Source: an optimization exercise on an open RTL-to-GDS flow (aim: small area). Production flows keep margins and buffers that such runs may drop. The RTL was checked by simulation tests, not by an equivalence proof against the original design. No activity file was given, so power comes from the tool's default toggle rates.

## flow/run.sh

```bash
#!/bin/bash
# synth_recipe.tcl (not shown) runs the flow's synth.tcl, then flattens the netlist and writes it again
# the make line also repeats each setting of config.mk as NAME=value (left out here)
make -C /OpenROAD-flow-scripts/flow DESIGN_CONFIG=/design/flow/config.mk WORK_HOME=/design/flow/orfs CLKGATE_MAP_FILE= SYNTH_SCRIPT=/design/flow/synth_recipe.tcl finish
```

## flow/config.mk

```make
export PLATFORM = sky130hd
export DESIGN_NAME = IOTDF
export DESIGN_NICKNAME = IOTDF
export VERILOG_FILES = /design/flow/design.v
export SDC_FILE = /design/flow/constraint.sdc
export NUM_CORES = 4
export LEC_CHECK = 0
export ABC_AREA = 1
export CAP_MARGIN = 20
export CORE_MARGIN = 2
export CORE_UTILIZATION = 40
export SLEW_MARGIN = 20
```

## flow/constraint.sdc

```tcl
create_clock -name core_clock -period 8.0 [get_ports {clk}]
set_input_delay 1.6000 -clock core_clock [delete_from_list [all_inputs] [get_ports {clk}]]
set_output_delay 1.6000 -clock core_clock [all_outputs]
set_load 0.01 [all_outputs]
```

## flow/design.v

```verilog
`timescale 1ns/10ps
module IOTDF( clk, rst, in_en, iot_in, fn_sel, busy, valid, iot_out);
input          clk;
input          rst;
input          in_en;
input  [7:0]   iot_in;
input  [2:0]   fn_sel;
output         busy;
output         valid;
output [127:0] iot_out;
integer m;
reg [2:0] state;
reg [3:0] cnt;
reg       f1;
reg       valid_r;
assign busy  = 1'b0;
assign valid = valid_r;
wire des   = ~state[2] & ~(state[1] & state[0]);
wire enc   = state[0];
wire crcm  = state[1] & state[0];
wire sortm = state[2];
wire first = (cnt == 4'd0);
always @(posedge clk or posedge rst) begin
    if (rst) begin
        state   <= 3'd0;
        cnt     <= 4'd0;
        f1      <= 1'b0;
        valid_r <= 1'b0;
    end else begin
        if (state == 3'd0) state <= fn_sel;
        if (state != 3'd0) cnt <= cnt + 4'd1;
        if (cnt == 4'd15) f1 <= 1'b1;
        valid_r <= (cnt == 4'd15) & f1;
    end
end
reg [127:0] S;
wire [7:0] bin = (sortm & ~cnt[3]) ?
    {iot_in[6], iot_in[7], iot_in[4], iot_in[5], iot_in[2], iot_in[3], iot_in[0], iot_in[1]} : iot_in;
always @(posedge clk) S <= {bin, S[127:8]};
reg [31:0] L, R;
reg [27:0] C, D;
reg [7:0]  PAR;
wire [63:0] s_ip;
wire [55:0] s_pc1;
wire [7:0]  s_par;
IP   u_IPs (.i(S[63:0]),   .o(s_ip));
PC1  u_PC1s(.i(S[127:64]), .o(s_pc1));
PARX u_PARs(.i(S[127:64]), .o(s_par));
wire s1 = enc ? (cnt == 4'd1 || cnt == 4'd2 || cnt == 4'd9  || cnt == 4'd0)
              : (cnt == 4'd1 || cnt == 4'd8 || cnt == 4'd15 || cnt == 4'd0);
wire [27:0] rl_C = s1 ? {C[26:0], C[27]} : {C[25:0], C[27:26]};
wire [27:0] rl_D = s1 ? {D[26:0], D[27]} : {D[25:0], D[27:26]};
wire [27:0] rr_C = s1 ? {C[0], C[27:1]} : {C[1:0], C[27:2]};
wire [27:0] rr_D = s1 ? {D[0], D[27:1]} : {D[1:0], D[27:2]};
wire [55:0] kin = enc ? {rl_C, rl_D} : {C, D};
wire [47:0] K;
PC2 u_PC2 (.i(kin), .o(K));
wire [31:0] f_out;
F u_F (.R(R), .K(K), .o(f_out));
wire [31:0] dL = R;
wire [31:0] dR = L ^ f_out;
wire [27:0] dC = enc ? rl_C : rr_C;
wire [27:0] dD = enc ? rl_D : rr_D;
wire [63:0] v_lo_raw;
wire [63:0] v_hi;
FP     u_FPv (.i({L, R}), .o(v_lo_raw));
PC1INV u_PIv (.i({C, D, PAR}), .o(v_hi));
wire [127:0] V;
genvar g;
generate for (g = 0; g < 32; g = g + 1) begin : g_vlo
    assign V[2*g]   = v_lo_raw[2*g+1];
    assign V[2*g+1] = v_lo_raw[2*g];
end endgenerate
assign V[127:64] = v_hi;
reg [127:0] Vn;
reg sw;
always @(*) begin
    Vn = V;
    for (m = 0; m < 8; m = m + 1) begin
        sw = (V[16*m +: 8] > V[16*m+8 +: 8]) && (cnt != ((2*m+2) % 16));
        Vn[(16*m+8) % 128 +: 8]  = sw ? V[16*m+8 +: 8] : V[16*m +: 8];
        Vn[(16*m+16) % 128 +: 8] = sw ? V[16*m +: 8]   : V[16*m+8 +: 8];
    end
end
wire [127:0] Vt;
generate for (g = 0; g < 32; g = g + 1) begin : g_vt
    assign Vt[2*g]   = Vn[2*g+1];
    assign Vt[2*g+1] = Vn[2*g];
end endgenerate
assign Vt[127:64] = Vn[127:64];
wire [63:0] t_ip;
wire [55:0] t_pc1;
wire [7:0]  t_par;
IP   u_IPt (.i(Vt[63:0]),   .o(t_ip));
PC1  u_PC1t(.i(Vt[127:64]), .o(t_pc1));
PARX u_PARt(.i(Vt[127:64]), .o(t_par));
wire [31:0] uL   = ({32{des}} & dL)  | ({32{sortm}} & t_ip[63:32]);
wire [31:0] uR   = ({32{des}} & dR)  | ({32{sortm}} & t_ip[31:0]);
wire [27:0] uC   = ({28{des}} & dC)  | ({28{sortm}} & t_pc1[55:28]);
wire [27:0] uD   = ({28{des}} & dD)  | ({28{sortm}} & t_pc1[27:0]);
wire [7:0]  uPAR = ({8{des}}  & PAR) | ({8{sortm}}  & t_par);
always @(posedge clk) begin
    if (first) begin
        {L, R} <= s_ip;
        {C, D} <= s_pc1;
        PAR    <= s_par;
    end else begin
        L   <= uL;
        R   <= uR;
        C   <= uC;
        D   <= uD;
        PAR <= uPAR;
    end
end
function [2:0] mulx(input [2:0] a);
    mulx = {a[1:0], 1'b0} ^ (a[2] ? 3'b101 : 3'b000);
endfunction
function [2:0] crc_step(input [2:0] b0, input [7:0] d);
    integer j;
    reg [2:0] a, r;
    begin
        a = b0;
        for (j = 0; j < 6; j = j + 1) a = mulx(a);
        r = 3'd0;
        for (j = 7; j >= 0; j = j - 1) r = mulx(r) ^ {2'b00, d[j]};
        for (j = 0; j < 4; j = j + 1) r = mulx(r);
        crc_step = a ^ r;
    end
endfunction
reg [2:0] crc;
always @(posedge clk) crc <= crc_step(first ? 3'd0 : crc, S[7:0]);
wire [63:0] o_lo;
wire [63:0] o_hi;
FP     u_FPo (.i({uR, uL}), .o(o_lo));
PC1INV u_PIo (.i({uC, uD, uPAR}), .o(o_hi));
assign iot_out = {o_hi, o_lo[63:3], o_lo[2:0] | ({3{crcm}} & crc)};
endmodule
module PC1INV(
    input  [63:0] i,
    output [63:0] o
);
assign o = {i[56], i[48], i[40], i[8], i[12], i[20], i[28], i[7], i[57], i[49], i[41], i[9], i[13], i[21], i[29], i[6], i[58], i[50], i[42], i[10], i[14], i[22], i[30], i[5], i[59], i[51], i[43], i[11], i[15], i[23], i[31], i[4], i[60], i[52], i[44], i[36], i[16], i[24], i[32], i[3], i[61], i[53], i[45], i[37], i[17], i[25], i[33], i[2], i[62], i[54], i[46], i[38], i[18], i[26], i[34], i[1], i[63], i[55], i[47], i[39], i[19], i[27], i[35], i[0]};
endmodule
module PARX(
    input  [63:0] i,
    output [7:0] o
);
assign o = {i[56], i[48], i[40], i[32], i[24], i[16], i[8], i[0]};
endmodule
module F(
    input  [31:0] R,
    input  [47:0] K,
    output [31:0] o
);
wire [47:0] R_exp;
Expansion u_Expansion(.i(R), .o(R_exp));
wire [47:0] R_xor_K = R_exp ^ K;
wire [31:0] S_o;
S1 u_S1 (.i(R_xor_K[47:42]), .o(S_o[31:28]));
S2 u_S2 (.i(R_xor_K[41:36]), .o(S_o[27:24]));
S3 u_S3 (.i(R_xor_K[35:30]), .o(S_o[23:20]));
S4 u_S4 (.i(R_xor_K[29:24]), .o(S_o[19:16]));
S5 u_S5 (.i(R_xor_K[23:18]), .o(S_o[15:12]));
S6 u_S6 (.i(R_xor_K[17:12]), .o(S_o[11:8]));
S7 u_S7 (.i(R_xor_K[11:6]), .o(S_o[7:4]));
S8 u_S8 (.i(R_xor_K[5:0]), .o(S_o[3:0]));
P u_P (.i(S_o), .o(o));
endmodule
module PC1(
    input  [63:0] i,
    output [55:0] o
);
assign o = {
    i[7], i[15], i[23], i[31], i[39], i[47], i[55], i[63],
    i[6], i[14], i[22], i[30], i[38], i[46], i[54], i[62], 
    i[5], i[13], i[21], i[29], i[37], i[45], i[53], i[61],
    i[4], i[12], i[20], i[28],
    i[1], i[9], i[17], i[25], i[33], i[41], i[49], i[57],
    i[2], i[10], i[18], i[26], i[34], i[42], i[50], i[58],
    i[3], i[11], i[19], i[27], i[35], i[43], i[51], i[59],
    i[36], i[44], i[52], i[60]
};
endmodule
module PC2(
    input  [55:0] i,
    output [47:0] o
);
assign o = {
    i[42], i[39], i[45], i[32], i[55], i[51], i[53], i[28],
    i[41], i[50], i[35], i[46], i[33], i[37], i[44], i[52],
    i[30], i[48], i[40], i[49], i[29], i[36], i[43], i[54],
    i[15], i[4], i[25], i[19], i[9], i[1], i[26], i[16],
    i[5], i[11], i[23], i[8], i[12], i[7], i[17], i[0],
    i[22], i[3], i[10], i[14], i[6], i[20], i[27], i[24]
};
endmodule
module IP(
    input  [63:0] i,
    output [63:0] o
);
assign o = {
    i[6], i[14], i[22], i[30], i[38], i[46], i[54], i[62],
    i[4], i[12], i[20], i[28], i[36], i[44], i[52], i[60],
    i[2], i[10], i[18], i[26], i[34], i[42], i[50], i[58],
    i[0], i[8], i[16], i[24], i[32], i[40], i[48], i[56],
    i[7], i[15], i[23], i[31], i[39], i[47], i[55], i[63],
    i[5], i[13], i[21], i[29], i[37], i[45], i[53], i[61],
    i[3], i[11], i[19], i[27], i[35], i[43], i[51], i[59],
    i[1], i[9], i[17], i[25], i[33], i[41], i[49], i[57]
};
endmodule
module FP(
    input  [63:0] i,
    output [63:0] o
);
assign o = {
    i[24], i[56], i[16], i[48], i[8], i[40], i[0], i[32],
    i[25], i[57], i[17], i[49], i[9], i[41], i[1], i[33],
    i[26], i[58], i[18], i[50], i[10], i[42], i[2], i[34],
    i[27], i[59], i[19], i[51], i[11], i[43], i[3], i[35],
    i[28], i[60], i[20], i[52], i[12], i[44], i[4], i[36],
    i[29], i[61], i[21], i[53], i[13], i[45], i[5], i[37],
    i[30], i[62], i[22], i[54], i[14], i[46], i[6], i[38],
    i[31], i[63], i[23], i[55], i[15], i[47], i[7], i[39]
};
endmodule
module P(
    input  [31:0] i,
    output [31:0] o
);
assign o = {
    i[16], i[25], i[12], i[11], i[3], i[20], i[4], i[15],
    i[31], i[17], i[9], i[6], i[27], i[14], i[1], i[22],
    i[30], i[24], i[8], i[18], i[0], i[5], i[29], i[23],
    i[13], i[19], i[2], i[26], i[10], i[21], i[28], i[7]
};
endmodule
module Expansion(
    input  [31:0] i,
    output [47:0] o
);
assign o = {
    i[0], i[31], i[30], i[29], i[28], i[27],
    i[28], i[27], i[26], i[25], i[24], i[23],
    i[24], i[23], i[22], i[21], i[20], i[19],
    i[20], i[19], i[18], i[17], i[16], i[15],
    i[16], i[15], i[14], i[13], i[12], i[11],
    i[12], i[11], i[10], i[9], i[8], i[7],
    i[8], i[7], i[6], i[5], i[4], i[3],
    i[4], i[3], i[2], i[1], i[0], i[31]
};
endmodule
module CSL1(
    input [27:0] i,
    output [27:0] o
);
assign o = {i[26:0], i[27]};
endmodule
module CSL2(
    input [27:0] i,
    output [27:0] o
);
assign o = {i[25:0], i[27:26]};
endmodule
module S1(
    input [5:0] i,
    output [3:0] o
);
reg [3:0] o_r;
assign o = o_r;
always @(*) begin
    case(i)
        6'b000000: o_r = 4'd14;
        6'b000010: o_r = 4'd4;
        6'b000100: o_r = 4'd13;
        6'b000110: o_r = 4'd1;
        6'b001000: o_r = 4'd2;
        6'b001010: o_r = 4'd15;
        6'b001100: o_r = 4'd11;
        6'b001110: o_r = 4'd8;
        6'b010000: o_r = 4'd3;
        6'b010010: o_r = 4'd10;
        6'b010100: o_r = 4'd6;
        6'b010110: o_r = 4'd12;
        6'b011000: o_r = 4'd5;
        6'b011010: o_r = 4'd9;
        6'b011100: o_r = 4'd0;
        6'b011110: o_r = 4'd7;
        6'b000001: o_r = 4'd0;
        6'b000011: o_r = 4'd15;
        6'b000101: o_r = 4'd7;
        6'b000111: o_r = 4'd4;
        6'b001001: o_r = 4'd14;
        6'b001011: o_r = 4'd2;
        6'b001101: o_r = 4'd13;
        6'b001111: o_r = 4'd1;
        6'b010001: o_r = 4'd10;
        6'b010011: o_r = 4'd6;
        6'b010101: o_r = 4'd12;
        6'b010111: o_r = 4'd11;
        6'b011001: o_r = 4'd9;
        6'b011011: o_r = 4'd5;
        6'b011101: o_r = 4'd3;
        6'b011111: o_r = 4'd8;
        6'b100000: o_r = 4'd4;
        6'b100010: o_r = 4'd1;
        6'b100100: o_r = 4'd14;
        6'b100110: o_r = 4'd8;
        6'b101000: o_r = 4'd13;
        6'b101010: o_r = 4'd6;
        6'b101100: o_r = 4'd2;
        6'b101110: o_r = 4'd11;
        6'b110000: o_r = 4'd15;
        6'b110010: o_r = 4'd12;
        6'b110100: o_r = 4'd9;
        6'b110110: o_r = 4'd7;
        6'b111000: o_r = 4'd3;
        6'b111010: o_r = 4'd10;
        6'b111100: o_r = 4'd5;
        6'b111110: o_r = 4'd0;
        6'b100001: o_r = 4'd15;
        6'b100011: o_r = 4'd12;
        6'b100101: o_r = 4'd8;
        6'b100111: o_r = 4'd2;
        6'b101001: o_r = 4'd4;
        6'b101011: o_r = 4'd9;
        6'b101101: o_r = 4'd1;
        6'b101111: o_r = 4'd7;
        6'b110001: o_r = 4'd5;
        6'b110011: o_r = 4'd11;
        6'b110101: o_r = 4'd3;
        6'b110111: o_r = 4'd14;
        6'b111001: o_r = 4'd10;
        6'b111011: o_r = 4'd0;
        6'b111101: o_r = 4'd6;
        6'b111111: o_r = 4'd13;
    endcase
end
endmodule
module S2(
    input [5:0] i,
    output [3:0] o
);
reg [3:0] o_r;
assign o = o_r;
always @(*) begin
    case(i)
        6'b000000: o_r = 4'd15;
        6'b000010: o_r = 4'd1;
        6'b000100: o_r = 4'd8;
        6'b000110: o_r = 4'd14;
        6'b001000: o_r = 4'd6;
        6'b001010: o_r = 4'd11;
        6'b001100: o_r = 4'd3;
        6'b001110: o_r = 4'd4;
        6'b010000: o_r = 4'd9;
        6'b010010: o_r = 4'd7;
        6'b010100: o_r = 4'd2;
        6'b010110: o_r = 4'd13;
        6'b011000: o_r = 4'd12;
        6'b011010: o_r = 4'd0;
        6'b011100: o_r = 4'd5;
        6'b011110: o_r = 4'd10;
        6'b000001: o_r = 4'd3;
        6'b000011: o_r = 4'd13;
        6'b000101: o_r = 4'd4;
        6'b000111: o_r = 4'd7;
        6'b001001: o_r = 4'd15;
        6'b001011: o_r = 4'd2;
        6'b001101: o_r = 4'd8;
        6'b001111: o_r = 4'd14;
        6'b010001: o_r = 4'd12;
        6'b010011: o_r = 4'd0;
        6'b010101: o_r = 4'd1;
        6'b010111: o_r = 4'd10;
        6'b011001: o_r = 4'd6;
        6'b011011: o_r = 4'd9;
        6'b011101: o_r = 4'd11;
        6'b011111: o_r = 4'd5;
        6'b100000: o_r = 4'd0;
        6'b100010: o_r = 4'd14;
        6'b100100: o_r = 4'd7;
        6'b100110: o_r = 4'd11;
        6'b101000: o_r = 4'd10;
        6'b101010: o_r = 4'd4;
        6'b101100: o_r = 4'd13;
        6'b101110: o_r = 4'd1;
        6'b110000: o_r = 4'd5;
        6'b110010: o_r = 4'd8;
        6'b110100: o_r = 4'd12;
        6'b110110: o_r = 4'd6;
        6'b111000: o_r = 4'd9;
        6'b111010: o_r = 4'd3;
        6'b111100: o_r = 4'd2;
        6'b111110: o_r = 4'd15;
        6'b100001: o_r = 4'd13;
        6'b100011: o_r = 4'd8;
        6'b100101: o_r = 4'd10;
        6'b100111: o_r = 4'd1;
        6'b101001: o_r = 4'd3;
        6'b101011: o_r = 4'd15;
        6'b101101: o_r = 4'd4;
        6'b101111: o_r = 4'd2;
        6'b110001: o_r = 4'd11;
        6'b110011: o_r = 4'd6;
        6'b110101: o_r = 4'd7;
        6'b110111: o_r = 4'd12;
        6'b111001: o_r = 4'd0;
        6'b111011: o_r = 4'd5;
        6'b111101: o_r = 4'd14;
        6'b111111: o_r = 4'd9;
    endcase
end
endmodule
module S3(
    input [5:0] i,
    output [3:0] o
);
reg [3:0] o_r;
assign o = o_r;
always @(*) begin
    case(i)
        6'b000000: o_r = 4'd10;
        6'b000010: o_r = 4'd0;
        6'b000100: o_r = 4'd9;
        6'b000110: o_r = 4'd14;
        6'b001000: o_r = 4'd6;
        6'b001010: o_r = 4'd3;
        6'b001100: o_r = 4'd15;
        6'b001110: o_r = 4'd5;
        6'b010000: o_r = 4'd1;
        6'b010010: o_r = 4'd13;
        6'b010100: o_r = 4'd12;
        6'b010110: o_r = 4'd7;
        6'b011000: o_r = 4'd11;
        6'b011010: o_r = 4'd4;
        6'b011100: o_r = 4'd2;
        6'b011110: o_r = 4'd8;
        6'b000001: o_r = 4'd13;
        6'b000011: o_r = 4'd7;
        6'b000101: o_r = 4'd0;
        6'b000111: o_r = 4'd9;
        6'b001001: o_r = 4'd3;
        6'b001011: o_r = 4'd4;
        6'b001101: o_r = 4'd6;
        6'b001111: o_r = 4'd10;
        6'b010001: o_r = 4'd2;
        6'b010011: o_r = 4'd8;
        6'b010101: o_r = 4'd5;
        6'b010111: o_r = 4'd14;
        6'b011001: o_r = 4'd12;
        6'b011011: o_r = 4'd11;
        6'b011101: o_r = 4'd15;
        6'b011111: o_r = 4'd1;
        6'b100000: o_r = 4'd13;
        6'b100010: o_r = 4'd6;
        6'b100100: o_r = 4'd4;
        6'b100110: o_r = 4'd9;
        6'b101000: o_r = 4'd8;
        6'b101010: o_r = 4'd15;
        6'b101100: o_r = 4'd3;
        6'b101110: o_r = 4'd0;
        6'b110000: o_r = 4'd11;
        6'b110010: o_r = 4'd1;
        6'b110100: o_r = 4'd2;
        6'b110110: o_r = 4'd12;
        6'b111000: o_r = 4'd5;
        6'b111010: o_r = 4'd10;
        6'b111100: o_r = 4'd14;
        6'b111110: o_r = 4'd7;
        6'b100001: o_r = 4'd1;
        6'b100011: o_r = 4'd10;
        6'b100101: o_r = 4'd13;
        6'b100111: o_r = 4'd0;
        6'b101001: o_r = 4'd6;
        6'b101011: o_r = 4'd9;
        6'b101101: o_r = 4'd8;
        6'b101111: o_r = 4'd7;
        6'b110001: o_r = 4'd4;
        6'b110011: o_r = 4'd15;
        6'b110101: o_r = 4'd14;
        6'b110111: o_r = 4'd3;
        6'b111001: o_r = 4'd11;
        6'b111011: o_r = 4'd5;
        6'b111101: o_r = 4'd2;
        6'b111111: o_r = 4'd12;
    endcase
end
endmodule
module S4(
    input [5:0] i,
    output [3:0] o
);
reg [3:0] o_r;
assign o = o_r;
always @(*) begin
    case(i)
        6'b000000: o_r = 4'd7;
        6'b000010: o_r = 4'd13;
        6'b000100: o_r = 4'd14;
        6'b000110: o_r = 4'd3;
        6'b001000: o_r = 4'd0;
        6'b001010: o_r = 4'd6;
        6'b001100: o_r = 4'd9;
        6'b001110: o_r = 4'd10;
        6'b010000: o_r = 4'd1;
        6'b010010: o_r = 4'd2;
        6'b010100: o_r = 4'd8;
        6'b010110: o_r = 4'd5;
        6'b011000: o_r = 4'd11;
        6'b011010: o_r = 4'd12;
        6'b011100: o_r = 4'd4;
        6'b011110: o_r = 4'd15;
        6'b000001: o_r = 4'd13;
        6'b000011: o_r = 4'd8;
        6'b000101: o_r = 4'd11;
        6'b000111: o_r = 4'd5;
        6'b001001: o_r = 4'd6;
        6'b001011: o_r = 4'd15;
        6'b001101: o_r = 4'd0;
        6'b001111: o_r = 4'd3;
        6'b010001: o_r = 4'd4;
        6'b010011: o_r = 4'd7;
        6'b010101: o_r = 4'd2;
        6'b010111: o_r = 4'd12;
        6'b011001: o_r = 4'd1;
        6'b011011: o_r = 4'd10;
        6'b011101: o_r = 4'd14;
        6'b011111: o_r = 4'd9;
        6'b100000: o_r = 4'd10;
        6'b100010: o_r = 4'd6;
        6'b100100: o_r = 4'd9;
        6'b100110: o_r = 4'd0;
        6'b101000: o_r = 4'd12;
        6'b101010: o_r = 4'd11;
        6'b101100: o_r = 4'd7;
        6'b101110: o_r = 4'd13;
        6'b110000: o_r = 4'd15;
        6'b110010: o_r = 4'd1;
        6'b110100: o_r = 4'd3;
        6'b110110: o_r = 4'd14;
        6'b111000: o_r = 4'd5;
        6'b111010: o_r = 4'd2;
        6'b111100: o_r = 4'd8;
        6'b111110: o_r = 4'd4;
        6'b100001: o_r = 4'd3;
        6'b100011: o_r = 4'd15;
        6'b100101: o_r = 4'd0;
        6'b100111: o_r = 4'd6;
        6'b101001: o_r = 4'd10;
        6'b101011: o_r = 4'd1;
        6'b101101: o_r = 4'd13;
        6'b101111: o_r = 4'd8;
        6'b110001: o_r = 4'd9;
        6'b110011: o_r = 4'd4;
        6'b110101: o_r = 4'd5;
        6'b110111: o_r = 4'd11;
        6'b111001: o_r = 4'd12;
        6'b111011: o_r = 4'd7;
        6'b111101: o_r = 4'd2;
        6'b111111: o_r = 4'd14;
    endcase
end
endmodule
module S5(
    input [5:0] i,
    output [3:0] o
);
reg [3:0] o_r;
assign o = o_r;
always @(*) begin
    case(i)
        6'b000000: o_r = 4'd2;
        6'b000010: o_r = 4'd12;
        6'b000100: o_r = 4'd4;
        6'b000110: o_r = 4'd1;
        6'b001000: o_r = 4'd7;
        6'b001010: o_r = 4'd10;
        6'b001100: o_r = 4'd11;
        6'b001110: o_r = 4'd6;
        6'b010000: o_r = 4'd8;
        6'b010010: o_r = 4'd5;
        6'b010100: o_r = 4'd3;
        6'b010110: o_r = 4'd15;
        6'b011000: o_r = 4'd13;
        6'b011010: o_r = 4'd0;
        6'b011100: o_r = 4'd14;
        6'b011110: o_r = 4'd9;
        6'b000001: o_r = 4'd14;
        6'b000011: o_r = 4'd11;
        6'b000101: o_r = 4'd2;
        6'b000111: o_r = 4'd12;
        6'b001001: o_r = 4'd4;
        6'b001011: o_r = 4'd7;
        6'b001101: o_r = 4'd13;
        6'b001111: o_r = 4'd1;
        6'b010001: o_r = 4'd5;
        6'b010011: o_r = 4'd0;
        6'b010101: o_r = 4'd15;
        6'b010111: o_r = 4'd10;
        6'b011001: o_r = 4'd3;
        6'b011011: o_r = 4'd9;
        6'b011101: o_r = 4'd8;
        6'b011111: o_r = 4'd6;
        6'b100000: o_r = 4'd4;
        6'b100010: o_r = 4'd2;
        6'b100100: o_r = 4'd1;
        6'b100110: o_r = 4'd11;
        6'b101000: o_r = 4'd10;
        6'b101010: o_r = 4'd13;
        6'b101100: o_r = 4'd7;
        6'b101110: o_r = 4'd8;
        6'b110000: o_r = 4'd15;
        6'b110010: o_r = 4'd9;
        6'b110100: o_r = 4'd12;
        6'b110110: o_r = 4'd5;
        6'b111000: o_r = 4'd6;
        6'b111010: o_r = 4'd3;
        6'b111100: o_r = 4'd0;
        6'b111110: o_r = 4'd14;
        6'b100001: o_r = 4'd11;
        6'b100011: o_r = 4'd8;
        6'b100101: o_r = 4'd12;
        6'b100111: o_r = 4'd7;
        6'b101001: o_r = 4'd1;
        6'b101011: o_r = 4'd14;
        6'b101101: o_r = 4'd2;
        6'b101111: o_r = 4'd13;
        6'b110001: o_r = 4'd6;
        6'b110011: o_r = 4'd15;
        6'b110101: o_r = 4'd0;
        6'b110111: o_r = 4'd9;
        6'b111001: o_r = 4'd10;
        6'b111011: o_r = 4'd4;
        6'b111101: o_r = 4'd5;
        6'b111111: o_r = 4'd3;
    endcase
end
endmodule
module S6(
    input [5:0] i,
    output [3:0] o
);
reg [3:0] o_r;
assign o = o_r;
always @(*) begin
    case(i)
        6'b000000: o_r = 4'd12;
        6'b000010: o_r = 4'd1;
        6'b000100: o_r = 4'd10;
        6'b000110: o_r = 4'd15;
        6'b001000: o_r = 4'd9;
        6'b001010: o_r = 4'd2;
        6'b001100: o_r = 4'd6;
        6'b001110: o_r = 4'd8;
        6'b010000: o_r = 4'd0;
        6'b010010: o_r = 4'd13;
        6'b010100: o_r = 4'd3;
        6'b010110: o_r = 4'd4;
        6'b011000: o_r = 4'd14;
        6'b011010: o_r = 4'd7;
        6'b011100: o_r = 4'd5;
        6'b011110: o_r = 4'd11;
        6'b000001: o_r = 4'd10;
        6'b000011: o_r = 4'd15;
        6'b000101: o_r = 4'd4;
        6'b000111: o_r = 4'd2;
        6'b001001: o_r = 4'd7;
        6'b001011: o_r = 4'd12;
        6'b001101: o_r = 4'd9;
        6'b001111: o_r = 4'd5;
        6'b010001: o_r = 4'd6;
        6'b010011: o_r = 4'd1;
        6'b010101: o_r = 4'd13;
        6'b010111: o_r = 4'd14;
        6'b011001: o_r = 4'd0;
        6'b011011: o_r = 4'd11;
        6'b011101: o_r = 4'd3;
        6'b011111: o_r = 4'd8;
        6'b100000: o_r = 4'd9;
        6'b100010: o_r = 4'd14;
        6'b100100: o_r = 4'd15;
        6'b100110: o_r = 4'd5;
        6'b101000: o_r = 4'd2;
        6'b101010: o_r = 4'd8;
        6'b101100: o_r = 4'd12;
        6'b101110: o_r = 4'd3;
        6'b110000: o_r = 4'd7;
        6'b110010: o_r = 4'd0;
        6'b110100: o_r = 4'd4;
        6'b110110: o_r = 4'd10;
        6'b111000: o_r = 4'd1;
        6'b111010: o_r = 4'd13;
        6'b111100: o_r = 4'd11;
        6'b111110: o_r = 4'd6;
        6'b100001: o_r = 4'd4;
        6'b100011: o_r = 4'd3;
        6'b100101: o_r = 4'd2;
        6'b100111: o_r = 4'd12;
        6'b101001: o_r = 4'd9;
        6'b101011: o_r = 4'd5;
        6'b101101: o_r = 4'd15;
        6'b101111: o_r = 4'd10;
        6'b110001: o_r = 4'd11;
        6'b110011: o_r = 4'd14;
        6'b110101: o_r = 4'd1;
        6'b110111: o_r = 4'd7;
        6'b111001: o_r = 4'd6;
        6'b111011: o_r = 4'd0;
        6'b111101: o_r = 4'd8;
        6'b111111: o_r = 4'd13;
    endcase
end
endmodule
module S7(
    input [5:0] i,
    output [3:0] o
);
reg [3:0] o_r;
assign o = o_r;
always @(*) begin
    case(i)
        6'b000000: o_r = 4'd4;
        6'b000010: o_r = 4'd11;
        6'b000100: o_r = 4'd2;
        6'b000110: o_r = 4'd14;
        6'b001000: o_r = 4'd15;
        6'b001010: o_r = 4'd0;
        6'b001100: o_r = 4'd8;
        6'b001110: o_r = 4'd13;
        6'b010000: o_r = 4'd3;
        6'b010010: o_r = 4'd12;
        6'b010100: o_r = 4'd9;
        6'b010110: o_r = 4'd7;
        6'b011000: o_r = 4'd5;
        6'b011010: o_r = 4'd10;
        6'b011100: o_r = 4'd6;
        6'b011110: o_r = 4'd1;
        6'b000001: o_r = 4'd13;
        6'b000011: o_r = 4'd0;
        6'b000101: o_r = 4'd11;
        6'b000111: o_r = 4'd7;
        6'b001001: o_r = 4'd4;
        6'b001011: o_r = 4'd9;
        6'b001101: o_r = 4'd1;
        6'b001111: o_r = 4'd10;
        6'b010001: o_r = 4'd14;
        6'b010011: o_r = 4'd3;
        6'b010101: o_r = 4'd5;
        6'b010111: o_r = 4'd12;
        6'b011001: o_r = 4'd2;
        6'b011011: o_r = 4'd15;
        6'b011101: o_r = 4'd8;
        6'b011111: o_r = 4'd6;
        6'b100000: o_r = 4'd1;
        6'b100010: o_r = 4'd4;
        6'b100100: o_r = 4'd11;
        6'b100110: o_r = 4'd13;
        6'b101000: o_r = 4'd12;
        6'b101010: o_r = 4'd3;
        6'b101100: o_r = 4'd7;
        6'b101110: o_r = 4'd14;
        6'b110000: o_r = 4'd10;
        6'b110010: o_r = 4'd15;
        6'b110100: o_r = 4'd6;
        6'b110110: o_r = 4'd8;
        6'b111000: o_r = 4'd0;
        6'b111010: o_r = 4'd5;
        6'b111100: o_r = 4'd9;
        6'b111110: o_r = 4'd2;
        6'b100001: o_r = 4'd6;
        6'b100011: o_r = 4'd11;
        6'b100101: o_r = 4'd13;
        6'b100111: o_r = 4'd8;
        6'b101001: o_r = 4'd1;
        6'b101011: o_r = 4'd4;
        6'b101101: o_r = 4'd10;
        6'b101111: o_r = 4'd7;
        6'b110001: o_r = 4'd9;
        6'b110011: o_r = 4'd5;
        6'b110101: o_r = 4'd0;
        6'b110111: o_r = 4'd15;
        6'b111001: o_r = 4'd14;
        6'b111011: o_r = 4'd2;
        6'b111101: o_r = 4'd3;
        6'b111111: o_r = 4'd12;
    endcase
end
endmodule
module S8(
    input [5:0] i,
    output [3:0] o
);
reg [3:0] o_r;
assign o = o_r;
always @(*) begin
    case(i)
        6'b000000: o_r = 4'd13;
        6'b000010: o_r = 4'd2;
        6'b000100: o_r = 4'd8;
        6'b000110: o_r = 4'd4;
        6'b001000: o_r = 4'd6;
        6'b001010: o_r = 4'd15;
        6'b001100: o_r = 4'd11;
        6'b001110: o_r = 4'd1;
        6'b010000: o_r = 4'd10;
        6'b010010: o_r = 4'd9;
        6'b010100: o_r = 4'd3;
        6'b010110: o_r = 4'd14;
        6'b011000: o_r = 4'd5;
        6'b011010: o_r = 4'd0;
        6'b011100: o_r = 4'd12;
        6'b011110: o_r = 4'd7;
        6'b000001: o_r = 4'd1;
        6'b000011: o_r = 4'd15;
        6'b000101: o_r = 4'd13;
        6'b000111: o_r = 4'd8;
        6'b001001: o_r = 4'd10;
        6'b001011: o_r = 4'd3;
        6'b001101: o_r = 4'd7;
        6'b001111: o_r = 4'd4;
        6'b010001: o_r = 4'd12;
        6'b010011: o_r = 4'd5;
        6'b010101: o_r = 4'd6;
        6'b010111: o_r = 4'd11;
        6'b011001: o_r = 4'd0;
        6'b011011: o_r = 4'd14;
        6'b011101: o_r = 4'd9;
        6'b011111: o_r = 4'd2;
        6'b100000: o_r = 4'd7;
        6'b100010: o_r = 4'd11;
        6'b100100: o_r = 4'd4;
        6'b100110: o_r = 4'd1;
        6'b101000: o_r = 4'd9;
        6'b101010: o_r = 4'd12;
        6'b101100: o_r = 4'd14;
        6'b101110: o_r = 4'd2;
        6'b110000: o_r = 4'd0;
        6'b110010: o_r = 4'd6;
        6'b110100: o_r = 4'd10;
        6'b110110: o_r = 4'd13;
        6'b111000: o_r = 4'd15;
        6'b111010: o_r = 4'd3;
        6'b111100: o_r = 4'd5;
        6'b111110: o_r = 4'd8;
        6'b100001: o_r = 4'd2;
        6'b100011: o_r = 4'd1;
        6'b100101: o_r = 4'd14;
        6'b100111: o_r = 4'd7;
        6'b101001: o_r = 4'd4;
        6'b101011: o_r = 4'd10;
        6'b101101: o_r = 4'd8;
        6'b101111: o_r = 4'd13;
        6'b110001: o_r = 4'd15;
        6'b110011: o_r = 4'd12;
        6'b110101: o_r = 4'd9;
        6'b110111: o_r = 4'd0;
        6'b111001: o_r = 4'd3;
        6'b111011: o_r = 4'd5;
        6'b111101: o_r = 4'd6;
        6'b111111: o_r = 4'd11;
    endcase
end
endmodule
```

==> flow_metrics.tcl, run 1 <==
set metrics [dict create \
    finalClockSkew_ns 0.0129 \
    synth_top_family_by_area "simple AND/OR/NAND/NOR gates" \
    layout_commonest_cell "nand2_1" \
    dieWidth_microns 225 \
    wire_per_inst_microns 21.3 \
    grt_start_max_net_pins 84 \
    rsz0062_at_grt "no" \
    cts_setup_buffers 0 \
    p_int_mw 2.73 \
    syn_inst 3210 \
    p_clk_frac 0.344 \
    multiInputGateArea_sq_mm 0.0125 \
    worstSkewPairLatency_ns 0.58 \
    slew_viol_final 0 \
    slew_headroom 0.201 \
    fillCellCount 5116 \
    seq_area_frac_synth 0.277 \
    ios 144 \
    cts_tree "built" \
    grt_pass1_wl_microns 123000 \
    critical_path_class "flop to output port" \
    syn2layout_area_growth_pct 13.7 \
    antenna_found_initial 0 \
    synth_compound_area_frac 0.128 \
    numClockSinks 268 \
    synthesis.nets 3344 \
    synth_xor_area_frac 0.0156 \
    tns_ns 0 \
    viasPerCell 5.69 \
    max_freq_mhz 139 \
    setup_viol 0 \
    cp_max_fo 72 \
    ctsHoldBuffers 0 \
    seq_area_sq_mm 0.00542 \
    cts-root-buf "clkbuf_16" \
    cp-end-kind "output port" \
    worst_slack_ns 0.800 \
    drive_above_1_share 0.0532 \
    dp_slack_ns 1.48 \
    seq_power_share 0.356 \
    initial_utilization 0.407 \
    final_cell_mix "1237 x nand2_1, 472 x nand3_1, 259 x dfxtp_1, 226 x inv_1, 214 x o21ai_0" \
    tightest_slew_ns 1.19 \
    hold_viol_final 0 \
    synth_edf_count 0 \
    synth_adder_area_share 0.0769 \
    routed_wl_microns 83200 \
    switching_share 0.353 \
    netlist_area_sq_mm 0.0195 \
    dieArea_sq_mm 0.0506 \
    peakVddDrop_mv 0.183 \
    post_cts_resized 0 \
    ys_ff_latch 268 \
    period_share 0.900 \
    cpPeakStageDelay_ns 0.56 \
    num_antenna_cells 0 \
    num_rows 80 \
    globalplace.congestion 0.948 \
    fp.dieH_microns 225 \
    cpMaxStageDelayCell "clkdlybuf4s50_1" \
    syn_avg_cell_area_sq_um 6.08 \
    leakagePower_nw 11.1 \
    ys_types 48 \
    status "complete, no violations" \
    cts_buffer_depth 3 \
    grt_usage 0.319 \
    arrival_ns 5.60 \
    h-tree-depth 1 \
    num_vias 22200 \
    power.switching_mw 1.49 \
    synth_mux_area_frac 0 \
    max-cap-violations 0 \
    drt_iter0_drc 2901 \
    core-area_sq_mm 0.0479 \
    nets 3401 \
    dpl.hpwl_microns 63800 \
    yosys_most_used_dff "dfxtp_1" \
    worstSetupStartpointType "flop" \
    yosysWarnings 9 \
    final_antenna_net_count 0 \
    drc_errors 0 \
    crit_required_ns 6.40 \
    ys_async_sr_fraction 0.0336 \
    yosys.area_share.simple 0.417 \
    worst_path_most_repeated_cell "nand2_1" \
    first_pass_iters 6 \
    powerDensity_mw_per_mm2 190 \
    grt_pass1_vias 19700 \
    hold_path.class "flop to flop" \
    port_buffers 141 \
    cts_buffers 29 \
    clk_pin_slew_ns 0.07 \
    p_total_mw 4.22 \
    pwr-share-comb 0.300 \
    gr-total-overflow 0 \
    period_needed_ns 7.20 \
]
## sequential cells by signal (all words and copies together) (netlist names)
| signal | cells |
|---|---|
| f1 | 1 |
| S | 128 |
| state | 3 |
| C | 28 |
| crc | 3 |
| D | 28 |
| PAR | 8 |
| valid_r | 1 |
| cnt | 4 |
| R | 32 |
| L | 32 |
## synth_stat cells (4+ instances only)
| cell type | count | area [sq um] |
|---|---|---|
| nand2_1 | 1237 | 4640 |
| nand3_1 | 472 | 2360 |
| dfxtp_1 | 259 | 5180 |
| inv_1 | 228 | 856 |
| o21ai_0 | 214 | 1070 |
| nor2_1 | 145 | 544 |
| a21oi_1 | 127 | 636 |
| ha_1 | 120 | 1500 |
| clkbuf_1 | 63 | 236 |
| nand2_2 | 47 | 294 |
| o22ai_1 | 44 | 275 |
| o21ai_1 | 26 | 130 |
| inv_2 | 24 | 90.1 |
| buf_2 | 23 | 115 |
| nand4_1 | 19 | 119 |
| buf_1 | 18 | 67.6 |
| buf_4 | 17 | 128 |
| xor2_1 | 14 | 123 |
| buf_6 | 12 | 135 |
| o21ai_2 | 11 | 96.3 |
| dfrtp_1 | 9 | 225 |
| o211ai_1 | 9 | 67.6 |
| xnor2_1 | 9 | 78.8 |
| o31ai_1 | 6 | 45.0 |
| clkinv_1 | 5 | 18.8 |
| nand3b_1 | 4 | 30.0 |
| nor2_2 | 4 | 25.0 |
| nor3_1 | 4 | 20.0 |
| o221ai_1 | 4 | 35.0 |
| o32ai_1 | 4 | 35.0 |
## layout make-up
| type | count | area share |
|---|---|---|
| Multi-Input combinational cell | 2550 | 0.561 |
| Sequential cell | 268 | 0.244 |
| Timing Repair Buffer | 160 | 0.0706 |
| Inverter | 258 | 0.0438 |
| Clock buffer | 36 | 0.0357 |
| Tap cell | 615 | 0.0347 |
| Clock inverter | 15 | 0.0101 |
## logic make-up (layout without fill, tap and decap cells)
kind of cell / after synthesis / count (layout)
and+or+nand+nor: 1942 / 1942
DFF: 268 / 268
other: 1 / 1
adders and majority gates: 120 / 120
AOI/OAI and AO/OA: 459 / 459
xor gates and xnor gates: 28 / 28
buffers and inverters: 392 / 469
## layer usage
layer	vias up	global-route usage	part of all wire
met2	1172	0.497	0.44
met1	10300	0.451	0.43
met4	0	0.108	0.035
li1	10600	-	-
met5	-	0	0
met3	130	0.0455	0.091
## per-stage QoR
step	hold slack [ns]	std cells	utilization	area, sq um
6_report	0.346	3902	0.463	22200
5_1_grt	0.351	3902	0.463	22200
4_1_cts	0.349	3902	0.463	22200
2_1_floorplan	0.331	3210	-	19500
3_3_place_gp	0.333	3851	0.442	21200
3_5_place_dp	0.335	3851	0.442	21200
## critical path, delay by kind of cell, from the launching register on
| kind | cells | cell delay [ns] |
|---|---|---|
| flops | 1 | 0.44 |
| fa+ha+maj | 2 | 0.67 |
| simple gates | 17 | 2.52 |
| buf+inv | 5 | 1.24 |
| compound gates | 1 | 0.10 |
## worst paths after layout
check	start	endpoint	slack (ns)	cells after the start
worst min register to register	S[38]	S[30]	0.35	0
max in group asynchronous	rst	state[0]	6.27	2
worst min-delay path	S[38]	S[30]	0.35	0
min in group asynchronous	rst	state[1]	1.35	2
worst max-delay path	cnt[0]	iot_out[48]	0.80	25
worst max register to register	cnt[0]	R[1]	3.31	26
## power by group through the flow
| stage | Combinational (mW) | Sequential (mW) | Clock, mW |
|---|---|---|---|
| final | 1.27 | 1.50 | 1.45 |
| after floorplan | 0.780 | 1.49 | 0 |
| after detailed placement | 1.24 | 1.53 | 0 |
| after CTS | 1.25 | 1.50 | 1.46 |
| after global placement | 1.24 | 1.53 | 0 |
| after global routing | 1.40 | 1.51 | 1.51 |
==> run 2, diff against run 1 <==
--- a/flow/design.v
+++ b/flow/design.v
@@ -48,19 +48,15 @@
 PARX u_PARs(.i(S[127:64]), .o(s_par));
 wire s1 = enc ? (cnt == 4'd1 || cnt == 4'd2 || cnt == 4'd9  || cnt == 4'd0)
               : (cnt == 4'd1 || cnt == 4'd8 || cnt == 4'd15 || cnt == 4'd0);
-wire [27:0] rl_C = s1 ? {C[26:0], C[27]} : {C[25:0], C[27:26]};
-wire [27:0] rl_D = s1 ? {D[26:0], D[27]} : {D[25:0], D[27:26]};
-wire [27:0] rr_C = s1 ? {C[0], C[27:1]} : {C[1:0], C[27:2]};
-wire [27:0] rr_D = s1 ? {D[0], D[27:1]} : {D[1:0], D[27:2]};
-wire [55:0] kin = enc ? {rl_C, rl_D} : {C, D};
+wire ky1 = enc & s1;
+wire ky2 = enc & ~s1;
+wire ky0 = ~enc;
+wire [27:0] kC = ({28{ky1}} & {C[26:0], C[27]}) | ({28{ky2}} & {C[25:0], C[27:26]}) | ({28{ky0}} & C);
+wire [27:0] kD = ({28{ky1}} & {D[26:0], D[27]}) | ({28{ky2}} & {D[25:0], D[27:26]}) | ({28{ky0}} & D);
 wire [47:0] K;
-PC2 u_PC2 (.i(kin), .o(K));
+PC2 u_PC2 (.i({kC, kD}), .o(K));
 wire [31:0] f_out;
 F u_F (.R(R), .K(K), .o(f_out));
-wire [31:0] dL = R;
-wire [31:0] dR = L ^ f_out;
-wire [27:0] dC = enc ? rl_C : rr_C;
-wire [27:0] dD = enc ? rl_D : rr_D;
 wire [63:0] v_lo_raw;
 wire [63:0] v_hi;
 FP     u_FPv (.i({L, R}), .o(v_lo_raw));
@@ -72,16 +68,31 @@
     assign V[2*g+1] = v_lo_raw[2*g];
 end endgenerate
 assign V[127:64] = v_hi;
-reg [127:0] Vn;
+function gt8(input [7:0] a, input [7:0] b);
+    integer j;
+    reg r;
+    begin
+        r = 1'b0;
+        for (j = 0; j < 8; j = j + 1) r = (a[j] & ~b[j]) | (~(a[j] ^ b[j]) & r);
+        gt8 = r;
+    end
+endfunction
+reg [15:0] selA, selB;
 reg sw;
 always @(*) begin
-    Vn = V;
     for (m = 0; m < 8; m = m + 1) begin
-        sw = (V[16*m +: 8] > V[16*m+8 +: 8]) && (cnt != ((2*m+2) % 16));
-        Vn[(16*m+8) % 128 +: 8]  = sw ? V[16*m+8 +: 8] : V[16*m +: 8];
-        Vn[(16*m+16) % 128 +: 8] = sw ? V[16*m +: 8]   : V[16*m+8 +: 8];
+        sw = gt8(V[16*m +: 8], V[16*m+8 +: 8]) && (cnt != ((2*m+2) % 16));
+        selA[2*m+1]          = sortm & ~sw;
+        selB[2*m+1]          = sortm & sw;
+        selA[(2*m+2) % 16]   = sortm & sw;
+        selB[(2*m+2) % 16]   = sortm & ~sw;
     end
 end
+wire [127:0] Vn;
+generate for (g = 0; g < 16; g = g + 1) begin : g_vn
+    assign Vn[8*g +: 8] = ({8{selA[g]}} & V[16*(((g+15)%16)/2) +: 8]) |
+                          ({8{selB[g]}} & V[16*(((g+15)%16)/2)+8 +: 8]);
+end endgenerate
 wire [127:0] Vt;
 generate for (g = 0; g < 32; g = g + 1) begin : g_vt
     assign Vt[2*g]   = Vn[2*g+1];
@@ -94,11 +105,17 @@
 IP   u_IPt (.i(Vt[63:0]),   .o(t_ip));
 PC1  u_PC1t(.i(Vt[127:64]), .o(t_pc1));
 PARX u_PARt(.i(Vt[127:64]), .o(t_par));
-wire [31:0] uL   = ({32{des}} & dL)  | ({32{sortm}} & t_ip[63:32]);
-wire [31:0] uR   = ({32{des}} & dR)  | ({32{sortm}} & t_ip[31:0]);
-wire [27:0] uC   = ({28{des}} & dC)  | ({28{sortm}} & t_pc1[55:28]);
-wire [27:0] uD   = ({28{des}} & dD)  | ({28{sortm}} & t_pc1[27:0]);
-wire [7:0]  uPAR = ({8{des}}  & PAR) | ({8{sortm}}  & t_par);
+wire el1 = des & enc & s1;
+wire el2 = des & enc & ~s1;
+wire dr1 = des & ~enc & s1;
+wire dr2 = des & ~enc & ~s1;
+wire [31:0] uL   = ({32{des}} & R) | t_ip[63:32];
+wire [31:0] uR   = ({32{des}} & (L ^ f_out)) | t_ip[31:0];
+wire [27:0] uC   = ({28{el1}} & {C[26:0], C[27]}) | ({28{el2}} & {C[25:0], C[27:26]}) |
+                   ({28{dr1}} & {C[0], C[27:1]})  | ({28{dr2}} & {C[1:0], C[27:2]}) | t_pc1[55:28];
+wire [27:0] uD   = ({28{el1}} & {D[26:0], D[27]}) | ({28{el2}} & {D[25:0], D[27:26]}) |
+                   ({28{dr1}} & {D[0], D[27:1]})  | ({28{dr2}} & {D[1:0], D[27:2]}) | t_pc1[27:0];
+wire [7:0]  uPAR = ({8{des}}  & PAR) | t_par;
 always @(posedge clk) begin
     if (first) begin
         {L, R} <= s_ip;
==> flow/flow/run.sh (new file) <==
#!/bin/bash
# Own flow: the standard ORFS layout (standard.sh), with one change in
# synthesis: ABC maps the logic with an area-only script (flow/abc_area_own.script)
# and Yosys's adder extraction is off, so ABC sees all of the logic.
# Flip-flops are mapped before ABC, exactly as in the standard synthesis.
set -euo pipefail
W=$PWD
{ cat "$W/flow/abc_proc.tcl"; cat "$W/synth_recipe.tcl"; } > "$W/own_synth.tcl"
export OWN_ABC_SCRIPT="$W/flow/abc_area_own.script"
bash "$W/standard.sh" SYNTH_SCRIPT="$W/own_synth.tcl" ADDER_MAP_FILE= finish > "$W/flow_make.log" 2>&1
==> flow/flow/abc_area_own.script (new file) <==
strash
&get -n
&deepsyn -T 60
&put
dch
map -a
topo
stime -c
==> flow/flow/abc_proc.tcl (new file) <==
# Use this flow's own ABC script for the combinational mapping; flip-flops are
# mapped before ABC runs and are left exactly as the standard synthesis makes them.
proc abc {args} {
  set i [lsearch -exact $args -script]
  if {$i >= 0} { lset args [expr {$i + 1}] $::env(OWN_ABC_SCRIPT) }
  yosys abc {*}$args
}
==> flow/standard.sh (new file) <==
#!/bin/bash
# synth_recipe.tcl (not shown) runs the flow's synth.tcl, then flattens the netlist and writes it again
# the make line also repeats each setting of config.mk as NAME=value (left out here)
make -C /OpenROAD-flow-scripts/flow DESIGN_CONFIG=/design/flow/config.mk WORK_HOME=/design/flow/orfs CLKGATE_MAP_FILE= SYNTH_SCRIPT=/design/flow/synth_recipe.tcl "${@:-finish}"
removed: flow/run.sh
==> flow_metrics.tcl, run 2 <==
set metrics [dict create \
    leakagePower_nw 7.12 \
    dieWidth_microns 195 \
    synthTopCellsByArea "dfxtp_1 35%, nand2_1 12%, clkinv_1 7.9%, nor2_1 6.7%, a21oi_1 6.4%" \
    yosysWarnings 9 \
    num_vias 16600 \
    wire_per_inst_microns 21.2 \
    max-cap-violations 0 \
    routed_wl_microns 60400 \
    drt_iter0_drc 2035 \
    drc_errors 0 \
    setup_viol 0 \
    ys_async_sr_fraction 0.0336 \
    drive_above_1_share 0.0529 \
    final_cell_mix "485 x nand2_1, 307 x clkinv_1, 259 x dfxtp_1, 259 x nor2_1, 185 x o21ai_0" \
    slew_viol_final 0 \
    ys_ff_latch 268 \
    yosysMostFrequentCell "nand2_1" \
    cp-end-kind "output port" \
    cp-endpoint "iot_out[20]" \
    status "complete, no violations" \
    worst_r2r_path_depth 21 \
    period_needed_ns 7.72 \
    cts_tree "built" \
    slew_headroom 0.258 \
    worstSkewPairLatency_ns 0.57 \
    dp.cells 2797 \
    ctsHoldBuffers 0 \
    h-tree-depth 1 \
    ios 144 \
    globalplace.congestion 1.01 \
    tightest_slew_ns 1.11 \
    synth_edf_count 0 \
    top_register "S" \
    grt_start_max_net_pins 100 \
    netlist_area_sq_mm 0.0147 \
    synth_top_cell_area_share 0.354 \
    cp-startpoint "cnt[2]" \
    worst_slack_ns 0.279 \
    layout.cells.non_filler 2850 \
    critical_path_class "flop to output port" \
    grt_usage 0.309 \
    initial_utilization 0.403 \
    r2r_end "R[21]" \
    grt_pass1_wl_microns 90900 \
    r2r_setup_slack_ns 2.72 \
    post-route-util 0.495 \
    port_buffers 141 \
    powerDensity_mw_per_mm2 222 \
    period_share 0.965 \
    peakVddDrop_mv 0.197 \
    ys_types 39 \
    layout_commonest_cell "nand2_1" \
    cts_buffers 29 \
    crit_required_ns 6.40 \
    first_pass_iters 6 \
    numClockSinks 268 \
    syn_inst 2166 \
    synth_commonest_cells "488 x nand2_1, 308 x clkinv_1, 263 x nor2_1" \
    nets 2375 \
    viasPerCell 5.82 \
    fp.dieH_microns 195 \
    num_rows 70 \
    syn2layout_area_growth_pct 22.8 \
    cts_buffer_depth 3 \
    final_antenna_net_count 0 \
    arrival_ns 6.12 \
    largest_register_ffs 128 \
    syn_avg_cell_area_sq_um 6.77 \
    dp_slack_ns 0.570 \
    seq_area_frac_synth 0.369 \
    finalClockSkew_ns 0.0156 \
    yosys_most_used_dff "dfxtp_1" \
    dpl.hpwl_microns 46500 \
    cts-root-buf "clkbuf_16" \
    worstSetupStartpointType "flop" \
    hold_viol_final 0 \
    gr-total-overflow 0 \
    dieArea_sq_mm 0.0382 \
    synthesis.nets 2180 \
    grt_pass1_vias 15000 \
    hold_path.class "flop to flop" \
    timing.rr.start "cnt[2]" \
    max_freq_mhz 130 \
    largest_registers "S (128), L (32), R (32)" \
    clk_pin_slew_ns 0.07 \
    core-area_sq_mm 0.0363 \
    synth_top_cell_by_area "dfxtp_1" \
    fillCellCount 3719 \
    cp_max_fo 25 \
    antenna_found_initial 1 \
    num_antenna_cells 0 \
]
[run 2: cell types whose count changed after synthesis, sizes merged, moves of 58 or more]
cell and change:
inv -253, clkinv +303, nor2 +113, nand2 -799
ha -120, o221ai +58, a21oi +59, a22oi +63
o21ai -65, nand3 -450, clkbuf -63, buf -70
[run 2: routing by layer]
metal | vias up | part of all wire | track usage
li1 | 7870 | - | -
met1 | 7686 | 0.44 | 0.426
met2 | 868 | 0.44 | 0.489
met3 | 152 | 0.079 | 0.0378
met4 | 0 | 0.046 | 0.128
met5 | - | 0 | 0
[run 2: per-stage QoR]
step	total power, mW	instance area [sq um]	hold WS (ns)	TNS [ns]
floorplan	2.10	14700	0.331	0
global placement	2.55	16800	0.334	0
detailed placement	2.55	16800	0.335	0
CTS	3.99	17900	0.345	0
global route	4.17	18000	0.352	-0.265
finish	3.99	18000	0.340	0
[run 2: logic make-up (layout without fill, tap and decap cells)]
logic type | Yosys count | in the layout | synth area share
compound gates | 698 | 698 | 0.295
xor+xnor | 58 | 58 | 0.0347
buf+inv | 309 | 525 | 0.0794
flops | 268 | 268 | 0.369
other cells | 1 | 1 | 0.000256
simple gates | 832 | 832 | 0.222
[run 2: worst min-delay path by stage]
| stage | from | to | slack, ns | cells after the start |
|---|---|---|---|---|
| final | S[57] | S[49] | 0.34 | 0 |
| after global routing | S[57] | S[49] | 0.35 | 0 |
| after CTS | S[57] | S[49] | 0.34 | 0 |
| after detailed placement | S[90] | S[82] | 0.34 | 0 |
| after global placement | S[77] | S[69] | 0.33 | 0 |
| after floorplan | S[8] | S[0] | 0.33 | 0 |
[run 2: cell type report]
| type | instances | area, sq um | area share |
|---|---|---|---|
| clock buffer | 42 | 845 | 0.0469 |
| clock inverter | 10 | 178 | 0.00987 |
| inverter | 308 | 1160 | 0.0645 |
| multi-input combinational | 1589 | 8230 | 0.457 |
| sequential | 268 | 5410 | 0.301 |
| tap | 468 | 586 | 0.0325 |
| timing repair buffer | 165 | 1590 | 0.0884 |
[run 2: where the power goes]
part           internal [mW]  switching, mW
sequential              1.42         0.0647
combinational          0.392          0.674
clock                  0.887          0.557
total                   2.69           1.30
[run 2: timing repair]
item                                    in CTS  in global routing
pin swaps                                    0                  1
endpoints found under the hold margin        0                  0
resized for setup                            1                 25
buffers inserted                             0                  1
endpoints found under the setup margin       1                 27
[run 2: worst max-delay path, cell delays in order, from the launching register on]
cell	delay, ns
dfrtp_2	0.49
nor2_2	0.10
nand2_1	0.19
o31ai_1	0.11
a21oi_1	0.31
nor2_1	0.11
clkinv_1	0.06
buf_4	0.31
o22ai_1	0.16
a21oi_1	0.51
xor2_2	0.48
clkinv_1	0.38
nor2_1	0.29
clkinv_1	0.11
o21ai_0	0.24
a21oi_1	0.08
o31ai_1	0.65
a21oi_1	0.13
o21ai_0	0.10
o221ai_1	0.19
clkdlybuf4s50_1	0.54
==> run 3, diff against run 2 <==
--- a/flow/design.v
+++ b/flow/design.v
@@ -20,6 +20,7 @@
 wire crcm  = state[1] & state[0];
 wire sortm = state[2];
 wire first = (cnt == 4'd0);
+wire [3:0] cnt_n = cnt + 4'd1;
 always @(posedge clk or posedge rst) begin
     if (rst) begin
         state   <= 3'd0;
@@ -28,7 +29,7 @@
         valid_r <= 1'b0;
     end else begin
         if (state == 3'd0) state <= fn_sel;
-        if (state != 3'd0) cnt <= cnt + 4'd1;
+        if (state != 3'd0) cnt <= cnt_n;
         if (cnt == 4'd15) f1 <= 1'b1;
         valid_r <= (cnt == 4'd15) & f1;
     end
@@ -46,8 +47,10 @@
 IP   u_IPs (.i(S[63:0]),   .o(s_ip));
 PC1  u_PC1s(.i(S[127:64]), .o(s_pc1));
 PARX u_PARs(.i(S[127:64]), .o(s_par));
-wire s1 = enc ? (cnt == 4'd1 || cnt == 4'd2 || cnt == 4'd9  || cnt == 4'd0)
-              : (cnt == 4'd1 || cnt == 4'd8 || cnt == 4'd15 || cnt == 4'd0);
+reg s1;
+always @(posedge clk)
+    s1 <= enc ? (cnt_n == 4'd1 || cnt_n == 4'd2 || cnt_n == 4'd9  || cnt_n == 4'd0)
+              : (cnt_n == 4'd1 || cnt_n == 4'd8 || cnt_n == 4'd15 || cnt_n == 4'd0);
 wire ky1 = enc & s1;
 wire ky2 = enc & ~s1;
 wire ky0 = ~enc;
==> flow/flow/run.sh (replaced) <==
#!/bin/bash
# Own flow: the standard ORFS layout (standard.sh) with two changes:
# - synthesis: ABC maps the logic with an area-only script
#   (flow/abc_area_own.script) and Yosys's adder extraction is off, so ABC sees
#   all of the logic. Flip-flops are mapped before ABC, exactly as in the
#   standard synthesis.
# - every port still gets its own buffer, but a sky130_fd_sc_hd__buf_1.
set -euo pipefail
W=$PWD
{ cat "$W/flow/abc_proc.tcl"; cat "$W/synth_recipe.tcl"; } > "$W/own_synth.tcl"
export OWN_ABC_SCRIPT="$W/flow/abc_area_own.script"
bash "$W/standard.sh" SYNTH_SCRIPT="$W/own_synth.tcl" ADDER_MAP_FILE= \
  BUFFER_PORTS_ARGS="-buffer_cell sky130_fd_sc_hd__buf_1" finish > "$W/flow_make.log" 2>&1
--- a/flow/config.mk
+++ b/flow/config.mk
@@ -8,5 +8,6 @@
 export ABC_AREA = 1
 export CAP_MARGIN = 20
 export CORE_MARGIN = 2
-export CORE_UTILIZATION = 40
+export CORE_UTILIZATION = 60
+export CTS_BUF_LIST = sky130_fd_sc_hd__clkbuf_4 sky130_fd_sc_hd__clkbuf_8
 export SLEW_MARGIN = 20
==> flow_metrics.tcl, run 3 <==
set metrics [dict create \
    status "complete, no violations" \
    synthTopCellsByArea "dfxtp_1 35%, nand2_1 13%, clkinv_1 7.9%, nor2_1 7.4%, o21ai_0 6.7%" \
    switching_share 0.340 \
    seq_area_frac_synth 0.367 \
    multiInputGateArea_sq_mm 0.00821 \
    min_from "S[77]" \
    top_register "S" \
    cts_tree "built" \
    cp-end-kind "output port" \
    tns_ns 0 \
    yosysMostFrequentCell "nand2_1" \
    slew_headroom 0.274 \
    synth_compound_area_frac 0.288 \
    fp.dieH_microns 161 \
    syn2layout_area_growth_pct 14.3 \
    num_antenna_cells 0 \
    cpPeakStageDelay_ns 0.37 \
    crit_cells 27 \
    cp-endpoint "iot_out[58]" \
    dpl.hpwl_microns 43800 \
    drc_errors 0 \
    synth_xor_area_frac 0.0326 \
    post_cts_resized 0 \
    numClockSinks 269 \
    drt_iter0_drc 2611 \
    hold_ws_ns 0.346 \
    initial_utilization 0.610 \
    viasPerCell 6.41 \
    yosys_most_used_dff "dfxtp_1" \
    ctsHoldBuffers 0 \
    finalClockSkew_ns 0.0367 \
    dp.cells 2684 \
    worst_r2r_path_depth 30 \
    max_freq_mhz 136 \
    critical_path_class "flop to output port" \
    powerDensity_mw_per_mm2 230 \
    seq_power_share 0.384 \
    layout_commonest_cell "nand2_1" \
    holdPathStages 0 \
    drive_above_1_share 0.0529 \
    globalplace.congestion 1.06 \
    final_antenna_net_count 0 \
    seq_area_sq_mm 0.00543 \
    grt_usage 0.443 \
    netlist_area_sq_mm 0.0148 \
    antenna_found_initial 0 \
    cts_setup_buffers 0 \
    ys_ff_latch 269 \
    critPathTopFamily "simple AND/OR/NAND/NOR gates" \
    yosysWarnings 9 \
    grt_pass1_vias 16600 \
    hold_viol_final 0 \
    worstSkewPairLatency_ns 0.58 \
    first_pass_iters 9 \
    hold_path.class "flop to flop" \
    port_buffers 141 \
    r2r_end "R[29]" \
    syn_avg_cell_area_sq_um 6.70 \
    period_needed_ns 7.35 \
    synth_commonest_cells "521 x nand2_1, 310 x clkinv_1, 291 x nor2_1" \
    worst_path_most_repeated_cell "nor2_1" \
    gr-total-overflow 0 \
    p_total_mw 3.89 \
    wire_per_inst_microns 21.4 \
    crit_buf_inv 7 \
    layout.cells.non_filler 2764 \
    synth_adder_area_share 0 \
    max-cap-violations 0 \
    p_clk_frac 0.378 \
    tightest_slew_ns 1.08 \
    worstSetupStartpointType "flop" \
    cpMaxStageDelayCell "dfrtp_1" \
    leakagePower_nw 6.84 \
    dieArea_sq_mm 0.0259 \
    final_cell_mix "519 x nand2_1, 309 x clkinv_1, 290 x nor2_1, 260 x dfxtp_1, 197 x o21ai_0" \
    synthesis.nets 2223 \
    yosys.area_share.simple 0.233 \
    clk_pin_slew_ns 0.07 \
    crit_required_ns 6.40 \
    synth_top_cell_by_area "dfxtp_1" \
    period_share 0.919 \
    fillCellCount 2074 \
    ys_types 36 \
    ios 144 \
    num_rows 57 \
    pwr-share-comb 0.238 \
    arrival_ns 5.75 \
    peakVddDrop_mv 0.185 \
    synth_edf_count 0 \
    p_int_mw 2.57 \
    nets 2419 \
    slew_viol_final 0 \
    power.switching_mw 1.32 \
    timing.rr.start "state[0]" \
    cts-root-buf "clkbuf_8" \
    core-area_sq_mm 0.0242 \
    synth_top_cell_area_share 0.352 \
    h-tree-depth 2 \
    cts_buffers 43 \
    ys_async_sr_fraction 0.0335 \
    synth_top_family_by_area "compound AO/OA/AOI/OAI gates" \
    syn_inst 2209 \
    grt_start_max_net_pins 86 \
    synth_mux_area_frac 0 \
    cp-startpoint "state[0]" \
    largest_register_ffs 128 \
    rsz0062_at_grt "no" \
    setup_viol 0 \
    num_vias 17700 \
    routed_wl_microns 59100 \
    cp_max_fo 21 \
    cts_buffer_depth 3 \
    r2r_setup_slack_ns 2.73 \
    dieWidth_microns 161 \
    largest_registers "S (128), L (32), R (32)" \
    grt_pass1_wl_microns 90100 \
    post-route-util 0.697 \
]
## run 3: routing by layer
metal | vias to the layer above | routed length, microns | GRT usage
met5 | - | 0 | 0
met4 | 0 | 4490 | 0.277
met3 | 321 | 8040 | 0.118
met2 | 1415 | 25400 | 0.696
met1 | 7990 | 21200 | 0.542
li1 | 7995 | - | -
## run 3: kinds of logic (layout without fill, tap and decap cells)
family	after synthesis	count (layout)
buffers and inverters	311	542
AO/OA/AOI/OAI	688	688
other	1	1
AND/OR/NAND/NOR	885	885
XOR/XNOR	55	55
flip-flops	269	269
## run 3: cell type report
class | count | share of cell area
Multi-Input combinational cell | 1629 | 0.486
Sequential cell | 269 | 0.321
Inverter | 310 | 0.0690
Clock buffer | 62 | 0.0472
Timing Repair Buffer | 152 | 0.0362
Tap cell | 324 | 0.0240
Clock inverter | 18 | 0.0165
## run 3: metrics by stage
step / setup slack [ns] / area (sq um)
after floorplan: 0.474 / 14800
after global placement: 1.65 / 15800
after detailed placement: 1.40 / 15800
after CTS: 0.806 / 16900
after global routing: 0.141 / 16900
final: 0.647 / 16900
## run 3: worst min-delay path by stage
stage | endpoint | slack [ns]
2_1_floorplan | S[0] | 0.33
3_3_place_gp | S[92] | 0.33
3_5_place_dp | S[47] | 0.34
4_1_cts | S[47] | 0.35
5_1_grt | S[69] | 0.35
6_report | S[69] | 0.35
## run 3: power by group through the flow
stage               combinational, mW  clock, mW  sequential (mW)
floorplan                       0.606          0             1.49
global placement                0.864          0             1.52
detailed placement              0.879          0             1.52
CTS                             0.887       1.45             1.49
global route                     1.00       1.51             1.50
finish                          0.924       1.47             1.49

-- separate check: timing with driven ports --
How much do the figures lean on ideal ports? The routed layouts below were timed once more, with nothing changed but the port constraints. Step 1 sets driving cells, clkbuf_16 on the clock port and buf_2 on the other inputs (assumed; they add their load-dependent delay and slew). Step 2 moves the port delays by t, midway between the first and last clock arrival at a register: inputs arrive t later, outputs are due t later. That takes back most of the time a late clock gives input paths. Three values: no drivers, after step 1, after step 2; two values: the first two.
run	shift t [ns]	setup WS [ns]	worst setup path at the end	worst register clock-pin slew, ns	worst data-port slew with drivers (ns)
run 1	0.628	0.800 / 0.743 / 1.371	register to output	0.07 / 0.07	0.05
run 2	0.613	0.279 / 0.228 / 0.841	register to output	0.07 / 0.07	0.03
run 3	0.609	0.647 / 0.600 / 1.210	register to output	0.07 / 0.07	0.04
After both steps every run listed still meets setup and hold.
